Context: an optimization exercise on an open-source flow, tuned for small area. The choices shown serve that exercise and are no tape-out recipe. Function was checked by simulation only, so behaviour that the tests miss may differ from the original.

==> flow/design.v, too long to show whole: its modules and the start of the top module <==
// module matrix_mult: 2320 lines
module matrix_mult(
    input clock,
    input reset,  
    input enable,
    input  [127:0] A,
    input  [127:0] B,
    output reg [127:0] C,
    output reg done
    );
  // ...
==> flow/flow/run.sh <==
#!/bin/bash
# Layout flow: the standard synthesis, then the same circuit as a gate
# netlist written by gen2.py (which keeps the standard synthesis's registers,
# names and cell types), then the standard layout with the port buffers
# made of buf_1 cells.
set -euo pipefail
LOW=8
R=orfs/results/${FLOW_PLATFORM}/matrix_mult/base

bash standard.sh synth > synth_standard.log 2>&1

# 2. the gate netlist of the same circuit
python3 flow/gen2.py --low $LOW --rtl > gen_rtl.v 2> gen_rtl.log
if ! cmp -s gen_rtl.v design.v; then
    echo "warning: design.v differs from gen2.py --rtl" >> gen_rtl.log
fi
cp $R/1_2_yosys.v synth_standard_netlist.v
python3 flow/gen2.py --low $LOW --netlist synth_standard_netlist.v > netlist.v 2> gen_netlist.log
cp netlist.v $R/1_2_yosys.v
rm -f $R/1_synth.odb $R/1_synth.sdc
bash standard.sh synth > synth_netlist.log 2>&1

# 3. the standard layout
bash standard.sh "BUFFER_PORTS_ARGS=-buffer_cell sky130_fd_sc_hd__buf_1" finish > layout.log 2>&1
==> flow/standard.sh <==
#!/bin/bash
# synth_recipe.tcl (not shown) runs the flow's synth.tcl, then flattens the netlist and writes it again
# the make line also repeats each setting of config.mk as NAME=value (left out here)
make -C /OpenROAD-flow-scripts/flow DESIGN_CONFIG=/design/flow/config.mk WORK_HOME=/design/flow/orfs CLKGATE_MAP_FILE= SYNTH_SCRIPT=/design/flow/synth_recipe.tcl "${@:-finish}"
==> flow/config.mk <==
export PLATFORM = sky130hd
export DESIGN_NAME = matrix_mult
export DESIGN_NICKNAME = matrix_mult
export VERILOG_FILES = /design/flow/design.v
export SDC_FILE = /design/flow/constraint.sdc
export NUM_CORES = 4
export LEC_CHECK = 0
export CAP_MARGIN = 20
export CORE_MARGIN = 2
export CORE_UTILIZATION = 45
export CTS_BUF_LIST = sky130_fd_sc_hd__clkbuf_4 sky130_fd_sc_hd__clkbuf_8
export PLACE_DENSITY = 0.55
export SLEW_MARGIN = 20
==> flow/constraint.sdc <==
create_clock -name core_clock -period 10.0 [get_ports {clock}]
set_input_delay 2.0000 -clock core_clock [delete_from_list [all_inputs] [get_ports {clock}]]
set_output_delay 2.0000 -clock core_clock [all_outputs]
set_load 0.01 [all_outputs]
Not shown: flow/flow/gen2.py
==> Implementation_results.wiki, run 1 <==
{| class="wikitable"
! Metric !! Value
|-
| Outcome || timing/DRC/antenna clean
|-
| Gate count after technology mapping || 1877
|-
| Floorplan Core Area || 54100 um2
|-
| Flip-flop and latch area || 5040 um2
|-
| Post-route DRC violation count || 0
|-
| TritonCTS buffer count || 17
|-
| Capturing element of the worst setup path || C[95]
|-
| Final instance area || 28000 um2
|-
| Setup Slack @ Placement || -0.195 ns
|-
| Worst hold slack || 0.546 ns
|-
| Final core utilization || 51.7%
|-
| Leading cell kind || multi-input gates
|-
| Final hold violation count || 0
|-
| Worst-margin pin slew || 1.04 ns
|-
| Clock Latency Late Sink || 0.53 ns
|-
| Detail Route Antenna Nets || 0
|-
| Width of the chip || 239 um
|-
| Post-layout min period || 9.70 ns
|-
| Category of the most critical setup path || flop to flop
|-
| Period Utilization, post-route || 97.0%
|-
| Largest register FFs || 128
|-
| Cts hold-fix bufs || 0
|-
| Initial antenna violation count || 2
|-
| Post-synthesis instance area || 24800 um2
|-
| Top library cells by usage in the layout, fill and taps aside || 512 x a222oi_1, 474 x fa_1, 387 x buf_1, 128 x edfxtp_1, 91 x xor2_1
|-
| Setup repair after global routing missed its margin || no
|-
| Cell type with the highest occurrence count on the critical path || fa_1
|-
| Number of sequential cells || 188
|-
| Clock Sinks || 188
|-
| Number of clock buffers in the layout || 17
|-
| Number of setup violations in the final report || 0
|}
==> run 2: changes to the inputs <==
--- a/flow/config.mk
+++ b/flow/config.mk
@@ -7,3 +7,3 @@
 export LEC_CHECK = 0
-export CAP_MARGIN = 20
+export CAP_MARGIN = 10
 export CORE_MARGIN = 2
@@ -12,2 +12,2 @@
 export PLACE_DENSITY = 0.55
-export SLEW_MARGIN = 20
+export SLEW_MARGIN = 10
==> run 2 against run 1 <==
  * Highest routed layer unchanged
  * Final area unchanged
  * Flip-flop and latch count unchanged
  * Hold slack unchanged
  * Largest cell class unchanged
  * Global-route usage unchanged
  * Setup slack unchanged
  * Non-clock buffer count unchanged
  * Sequential share of layout area unchanged
  * First-iteration DRC count unchanged
  * Critical path depth unchanged
  * Clock skew unchanged
  * Routed wire length unchanged
  * Critical path type unchanged
  * Core utilization unchanged
==> Implementation_results.wiki, run 2 <==
{| class="wikitable"
! Metric !! Value
|-
| Overall track demand over capacity in global routing || 35.3% (unchanged)
|-
| Outcome || timing/DRC/antenna clean (unchanged)
|-
| Gate count after technology mapping || 1877 (unchanged)
|-
| Maximum clock frequency || 103 MHz (unchanged)
|-
| Cell Rows || 85 (unchanged)
|-
| Worst hold path cell count || 1 (unchanged)
|-
| Effective utilization at floorplan || 45.7% (unchanged)
|-
| Clock Latency Late Sink || 0.53 ns (about the same)
|-
| Largest registers in the final layout || C (128), k (2) (unchanged)
|-
| Num ports || 388 (unchanged)
|-
| Post-synthesis to final-layout area growth || 13.0% (unchanged)
|-
| Worst Path Arrival || 9.95 ns (about the same)
|-
| Cts hold-fix bufs || 0 (unchanged)
|-
| Hold worst-path end || C[1] (unchanged)
|-
| Crit start category || flop (unchanged)
|-
| Post-synthesis instance area || 24800 um2 (unchanged)
|-
| Peak fanout along the critical path || 4 (unchanged)
|-
| TritonCTS buffer count || 17 (unchanged)
|-
| Global-route wire length before repair || 148000 um (unchanged)
|-
| Clock Tree Buf Depth || 2 (unchanged)
|-
| Worst Reg-to-Reg Cells || 25 (unchanged)
|-
| Floorplan Core Area || 54100 um2 (unchanged)
|-
| Worst r2r dst || C[95] (unchanged)
|-
| Slew Limit Headroom || 30.8% (unchanged)
|-
| Worst-margin pin slew || 1.04 ns (unchanged)
|-
| Yosys warnings || 1 (unchanged)
|-
| Number of buffers inserted by post-CTS setup repair || 0 (unchanged)
|-
| Number of setup violations in the final report || 0 (unchanged)
|-
| Fraction of final layout cells with drive strength greater than 1 || 12.4% (unchanged)
|-
| Post-route DRC violation count || 0 (unchanged)
|-
| Clock root buffer || clkbuf_8 (unchanged)
|-
| Overall routed net length || 102000 um (unchanged)
|-
| Clock transition at the registers of the reported paths || 0.11 ns (about the same)
|-
| H-tree depth || 4 (unchanged)
|-
| Most frequent standard cell in the layout excluding fill and tap cells || a222oi_1 (unchanged)
|-
| Pin count of the biggest net entering global routing || 37 (unchanged)
|-
| Detail Route Antenna Nets || 0 (unchanged)
|-
| Width of the chip || 239 um (unchanged)
|-
| Largest register FFs || 128 (unchanged)
|-
| Area of the die || 56900 um2 (unchanged)
|-
| Initial DRC Count || 6933 (unchanged)
|-
| Port Buf Inserts || 387 (unchanged)
|-
| Final setup slack of the worst path || 0.295 ns (unchanged)
|-
| Routed wire per std cell || 33.2 um (unchanged)
|-
| Top library cells by usage in the layout, fill and taps aside || 512 x a222oi_1, 474 x fa_1, 387 x buf_1, 128 x edfxtp_1, 91 x xor2_1 (unchanged)
|-
| Class of the worst hold path || flop to flop (unchanged)
|-
| Mean instance size in the synthesized netlist || 13.2 um2 (unchanged)
|-
| Worst Path Required || 10.24 ns (about the same)
|-
| Aggregate negative setup slack || 0 ns (unchanged)
|-
| Sort of element at the end of the critical path || flop (unchanged)
|-
| TritonCTS clock tree || yes (unchanged)
|-
| Vias in the first global route || 22800 (unchanged)
|-
| Post-layout min period || 9.70 ns (unchanged)
|-
| Setup Slack @ Placement || -0.195 ns (unchanged)
|-
| Final weighted congestion in routability-driven placement || 0.987 (unchanged)
|-
| Clock Skew || 0.0151 ns (unchanged)
|-
| DP HPWL || 77400 um (unchanged)
|-
| FF-to-FF Start || cs0_8 (unchanged)
|-
| Vias/cell || 7.45 (unchanged)
|-
| Post-layout net count || 3089 (unchanged)
|-
| Clock Sinks || 188 (unchanged)
|-
| First-pass iteration count of the detailed router || 22 (unchanged)
|-
| Max-cap viol count || 0 (unchanged)
|-
| Period Utilization, post-route || 97.0% (unchanged)
|-
| Register name with the most flops || C (unchanged)
|-
| Total number of vias || 22800 (unchanged)
|-
| Initial antenna violation count || 2 (unchanged)
|-
| Die H || 239 um (unchanged)
|-
| Final hold violation count || 0 (unchanged)
|-
| Category of the most critical setup path || flop to flop (unchanged)
|-
| Setup repair after global routing missed its margin || no (unchanged)
|-
| Global route overflow || 0 (unchanged)
|-
| Worst hold start || lo1 (unchanged)
|-
| Max-slew violation count || 0 (unchanged)
|-
| Post-synthesis net count || 2617 (unchanged)
|-
| Register-to-register path setup slack || 0.30 ns (about the same)
|}
run 2: area by class of cell:
class / instances / area (um2)
antenna: 1 / 2.50
clock buffer: 17 / 234
clock inverter: 15 / 148
fill: 4802 / 26100
inverter: 119 / 447
multi-input combinational: 1570 / 19300
sequential: 188 / 5040
tap: 696 / 871
timing repair buffer: 453 / 1950
run 2: timing repair:
item,CTS,global route
pin swaps,1,0
endpoints found under the setup margin,8,8
gates resized for setup,5,4
run 2: stage by stage:
step	utilization [%]	instances	hold slack [ns]	instance area [um2]
after detailed placement	50.9	3026	0.530	27600
after global routing	51.7	3059	0.548	28000
after floorplan	-	1877	0.513	24800
final	51.7	3059	0.546	28000
after global placement	50.9	3026	0.525	27600
after CTS	51.7	3058	0.546	28000
run 2: worst max path at each step:
stage	cells after the start	slack, ns	end	startpoint
after global routing	25	0.007	C[127]	cs0_8
after detailed placement	25	-0.19	C[127]	cs0_8
final	25	0.30	C[95]	cs0_8
after floorplan	25	0.45	C[127]	cs0_8
after CTS	25	0.03	C[31]	cs0_8
after global placement	25	-0.17	C[127]	cs0_8
run 2: per-layer routing:
layer | part of all wire, % | wire length, um | vias to the layer above | global-route usage [%]
li1 | - | - | 8930 | -
met3 | 14 | 14000 | 448 | 11.2
met5 | 0 | 0 | - | 0.519
met4 | 7.3 | 7420 | 0 | 20.8
met1 | 35 | 35200 | 11300 | 44.9
met2 | 44 | 45100 | 2096 | 53.1
run 2: worst max-delay path: stages, from the launching register on:
cell and delay (ns):
dfxtp_1 0.33, fa_1 0.44, fa_1 0.39, fa_1 0.41, fa_2 0.36, fa_1 0.40, fa_1 0.40, fa_2 0.36
fa_2 0.36, fa_1 0.39, fa_2 0.36, fa_1 0.39, fa_1 0.40, fa_1 0.39, fa_2 0.35, fa_1 0.38
fa_1 0.39, fa_2 0.35, fa_1 0.38, fa_1 0.39, fa_1 0.38, fa_1 0.39, fa_1 0.40, fa_2 0.37
xor2_2 0.18, nor2_2 0.08
==> run 3: changes to the inputs <==
==> flow/config.mk (replaced) <==
export PLATFORM = sky130hd
export DESIGN_NAME = matrix_mult
export DESIGN_NICKNAME = matrix_mult
export VERILOG_FILES = /design/flow/design.v
export SDC_FILE = /design/flow/constraint.sdc
export NUM_CORES = 4
export LEC_CHECK = 0
export CAP_MARGIN = 20
export CORE_MARGIN = 2
export CORE_UTILIZATION = 60
export PLACE_DENSITY = 0.68
export SLEW_MARGIN = 20
==> run 3 against run 2 <==
  * Fmax rose by 0.42%
  * Synthesized area did not move
  * Non-clock buffer count fell by 28
  * Clock skew rose by 0.015 ns
  * Core utilization rose by 17 points
  * Global-route usage rose by 9.8 points
  * Hold slack got worse by 0.0080 ns
  * Synthesized cell count did not move
  * Setup slack improved by 0.040 ns
  * Final area fell by 0.63%
==> Implementation_results.wiki, run 3 <==
{| class="wikitable"
! Metric !! Value
|-
| Outcome || timing/DRC/antenna clean (unchanged)
|-
| Number of instances in the placed design || 2834 (was 3026)
|-
| Met1 Use GR || 55.4% (was 44.9%)
|-
| Num ports || 388 (unchanged)
|-
| Die H || 207 um (was 239 um)
|-
| Largest registers in the final layout || C (128), k (2) (unchanged)
|-
| Final instance area || 27800 um2 (was 28000 um2)
|-
| Register-to-register path setup slack || 0.34 ns (was 0.30 ns)
|-
| Number of standard cells in the final layout excluding fillers || 2866 (was 3059)
|-
| Worst hold slack || 0.537 ns (was 0.546 ns)
|-
| Global routing usage on met2 || 67.4% (was 53.1%)
|-
| Port Buf Inserts || 387 (unchanged)
|-
| Width of the chip || 207 um (was 239 um)
|-
| Most frequent standard cell in the layout excluding fill and tap cells || a222oi_1 (unchanged)
|-
| Pin count of the biggest net entering global routing || 37 (unchanged)
|-
| Worst Path Required || 10.20 ns (was 10.24 ns)
|-
| Register name with the most flops || C (unchanged)
|-
| TritonCTS clock tree || yes (unchanged)
|-
| Global-route wire length before repair || 145000 um (was 148000 um)
|-
| Initial DRC Count || 7791 (was 6933)
|-
| Slew Limit Headroom || 21.6% (was 30.8%)
|-
| Flip-flop and latch area || 5040 um2 (unchanged)
|-
| Overall track demand over capacity in global routing || 45.1% (was 35.3%)
|-
| Vias/cell || 8.12 (was 7.45)
|-
| Area of the die || 42900 um2 (was 56900 um2)
|-
| Post-synthesis net count || 2617 (unchanged)
|-
| FF-to-FF Start || cs0_8 (unchanged)
|-
| Initial antenna violation count || 0 (was 2)
|-
| Max-slew violation count || 0 (unchanged)
|-
| Yosys warnings || 1 (unchanged)
|-
| Category of the most critical setup path || flop to flop (unchanged)
|-
| DP HPWL || 69700 um (was 77400 um)
|-
| Routed wire per std cell || 34.2 um (was 33.2 um)
|-
| Period Utilization, post-route || 96.6% (was 97.0%)
|-
| Clock Skew || 0.0301 ns (was 0.0151 ns)
|-
| Overall routed net length || 98000 um (was 102000 um)
|-
| Number of setup violations in the final report || 0 (unchanged)
|-
| Post-layout min period || 9.66 ns (was 9.70 ns)
|-
| H-tree depth || 4 (unchanged)
|-
| Worst hold start || lo1 (unchanged)
|-
| Gate count after technology mapping || 1877 (unchanged)
|-
| Cell Rows || 74 (was 85)
|-
| Worst hold path cell count || 1 (unchanged)
|-
| Detail Route Antenna Nets || 0 (unchanged)
|-
| Post-layout net count || 3061 (was 3089)
|-
| Fraction of final layout cells with drive strength greater than 1 || 11.3% (was 12.4%)
|-
| First-pass iteration count of the detailed router || 25 (was 22)
|-
| TritonCTS buffer count || 17 (unchanged)
|-
| Hold worst-path end || C[33] (was C[1])
|-
| Largest register FFs || 128 (unchanged)
|-
| Aggregate negative setup slack || 0 ns (unchanged)
|-
| Post-route DRC violation count || 0 (unchanged)
|-
| Final weighted congestion in routability-driven placement || 1.04 (was 0.987)
|-
| Clock transition at the registers of the reported paths || 0.10 ns (was 0.11 ns)
|-
| Class of the worst hold path || flop to flop (unchanged)
|-
| Floorplan Core Area || 40700 um2 (was 54100 um2)
|-
| Post-synthesis instance area || 24800 um2 (unchanged)
|-
| Effective utilization at floorplan || 60.8% (was 45.7%)
|-
| Peak fanout along the critical path || 4 (unchanged)
|-
| Top library cells by usage in the layout, fill and taps aside || 512 x a222oi_1, 473 x fa_1, 387 x buf_1, 128 x edfxtp_1, 92 x xor2_1 (was 512 x a222oi_1, 474 x fa_1, 387 x buf_1, 128 x edfxtp_1, 91 x xor2_1)
|-
| Worst r2r dst || C[63] (was C[95])
|-
| Clock root buffer || clkbuf_16 (was clkbuf_8)
|-
| Gr busiest metal || met2 (unchanged)
|-
| Total number of vias || 23300 (was 22800)
|-
| Post-synthesis to final-layout area growth || 12.3% (was 13.0%)
|-
| Clock Sinks || 188 (unchanged)
|-
| Placement-stage cell area || 27200 um2 (was 27600 um2)
|-
| Number of buffers inserted by post-CTS setup repair || 0 (unchanged)
|-
| Clock Latency Late Sink || 0.50 ns (was 0.53 ns)
|-
| Max-cap viol count || 0 (unchanged)
|-
| Worst Path Arrival || 9.86 ns (was 9.95 ns)
|-
| Worst Reg-to-Reg Cells || 25 (unchanged)
|-
| Clock Tree Buf Depth || 2 (unchanged)
|-
| Worst-margin pin slew || 1.18 ns (was 1.04 ns)
|-
| Met3 track utilization from global routing || 16.3% (was 11.2%)
|-
| Final hold violation count || 0 (unchanged)
|-
| Mean instance size in the synthesized netlist || 13.2 um2 (unchanged)
|-
| Sort of element at the end of the critical path || flop (unchanged)
|-
| Fill cells || 3073 (was 4802)
|-
| Cts hold-fix bufs || 0 (unchanged)
|-
| Crit start category || flop (unchanged)
|-
| Maximum clock frequency || 103 MHz (about the same)
|-
| Multi-input logic area || 19300 um2 (about the same)
|-
| Cell type with the highest occurrence count on the critical path || fa_1 (unchanged)
|-
| Global route overflow || 0 (unchanged)
|-
| Master of the slowest instance on the critical path || fa_1 (unchanged)
|-
| Slowest stage delay, CP || 0.45 ns (was 0.44 ns)
|-
| Final antenna diode count || 0 (was 1)
|-
| Vias in the first global route || 23800 (was 22800)
|}
run 3: changes by cell type in the layout (fill, tap and decap cells not counted), moves of 2 or more:
cell and change:
buf_4 -28, clkbuf_16 +17, clkbuf_8 -17, bufinv_16 +3
clkinv_2 -2
run 3: per-stage QoR:
step           util (%)  setup WS, ns
2_1_floorplan         -         0.445
3_3_place_gp       66.7       -0.0946
3_5_place_dp       66.7        -0.154
4_1_cts            68.2       0.00943
5_1_grt            68.3      -0.00437
6_report           68.3         0.335
run 3: final cells by class:
| class | instances | area share [%] |
|---|---|---|
| tap | 532 | 2.39 |
| timing repair buffer | 425 | 6.25 |
| inverter | 119 | 1.61 |
| clock buffer | 18 | 1.54 |
| multi-input combinational | 1570 | 69.3 |
| sequential | 188 | 18.1 |
| clock inverter | 14 | 0.720 |
run 3: how the worst max path moves through the flow:
stage               start      to  slack (ns)  depth (start not counted)
finish              cs0_8   C[63]        0.34                         25
global route        cs0_8   C[95]      -0.004                         25
CTS                 cs0_8  C[127]       0.009                         25
detailed placement  cs0_8   C[63]       -0.15                         25
global placement    cs0_8  C[127]       -0.09                         25
floorplan           cs0_8  C[127]        0.45                         25
run 3: layer usage:
layer | up-vias | part of all wire [%]
met5 | - | 0
met4 | 0 | 8.7
met3 | 660 | 16
met2 | 2503 | 44
met1 | 11200 | 31
li1 | 8870 | -
run 3: repair_timing:
item,4_1_cts,5_1_grt
gates resized for setup,4,5
setup endpoints to repair,8,8
cloned,0,0
run 3: critical path, delay by kind of cell, from the launching register on:
kind,cells,cell delay [ns]
adders and majority gates,23,8.81
and+or+nand+nor,1,0.08
xor gates and xnor gates,1,0.16
DFF,1,0.32

port drivers added, routing unchanged:
No port has a modelled driver above. Below, the same layouts with a new extraction and two added sets of constraints.
Step 1 assumes that a clkbuf_16 drives the clock port and a buf_2 every other input.
Step 2 times the ports against the registers' clock, not the clock port: input delays grow and output delays shrink by t, the midpoint of the rising clock arrivals with the driver on.
Slacks: no drivers / after step 1 / after step 2; pairs: no drivers / after step 1.
run | t, ns | slack for setup (ns) | clock arrival spread, ns
run 1 | 0.585 | 0.295 / 0.295 / 0.295 | 0.016 / 0.017
run 2 | 0.585 | 0.295 / 0.295 / 0.295 | 0.016 / 0.017
run 3 | 0.537 | 0.335 / 0.335 / 0.207 | 0.032 / 0.032
After both steps setup and hold are still met in every run listed. The setup slack of run 3, which loses most, moves by 0.000 ns with the drivers and by -0.128 ns with both steps.
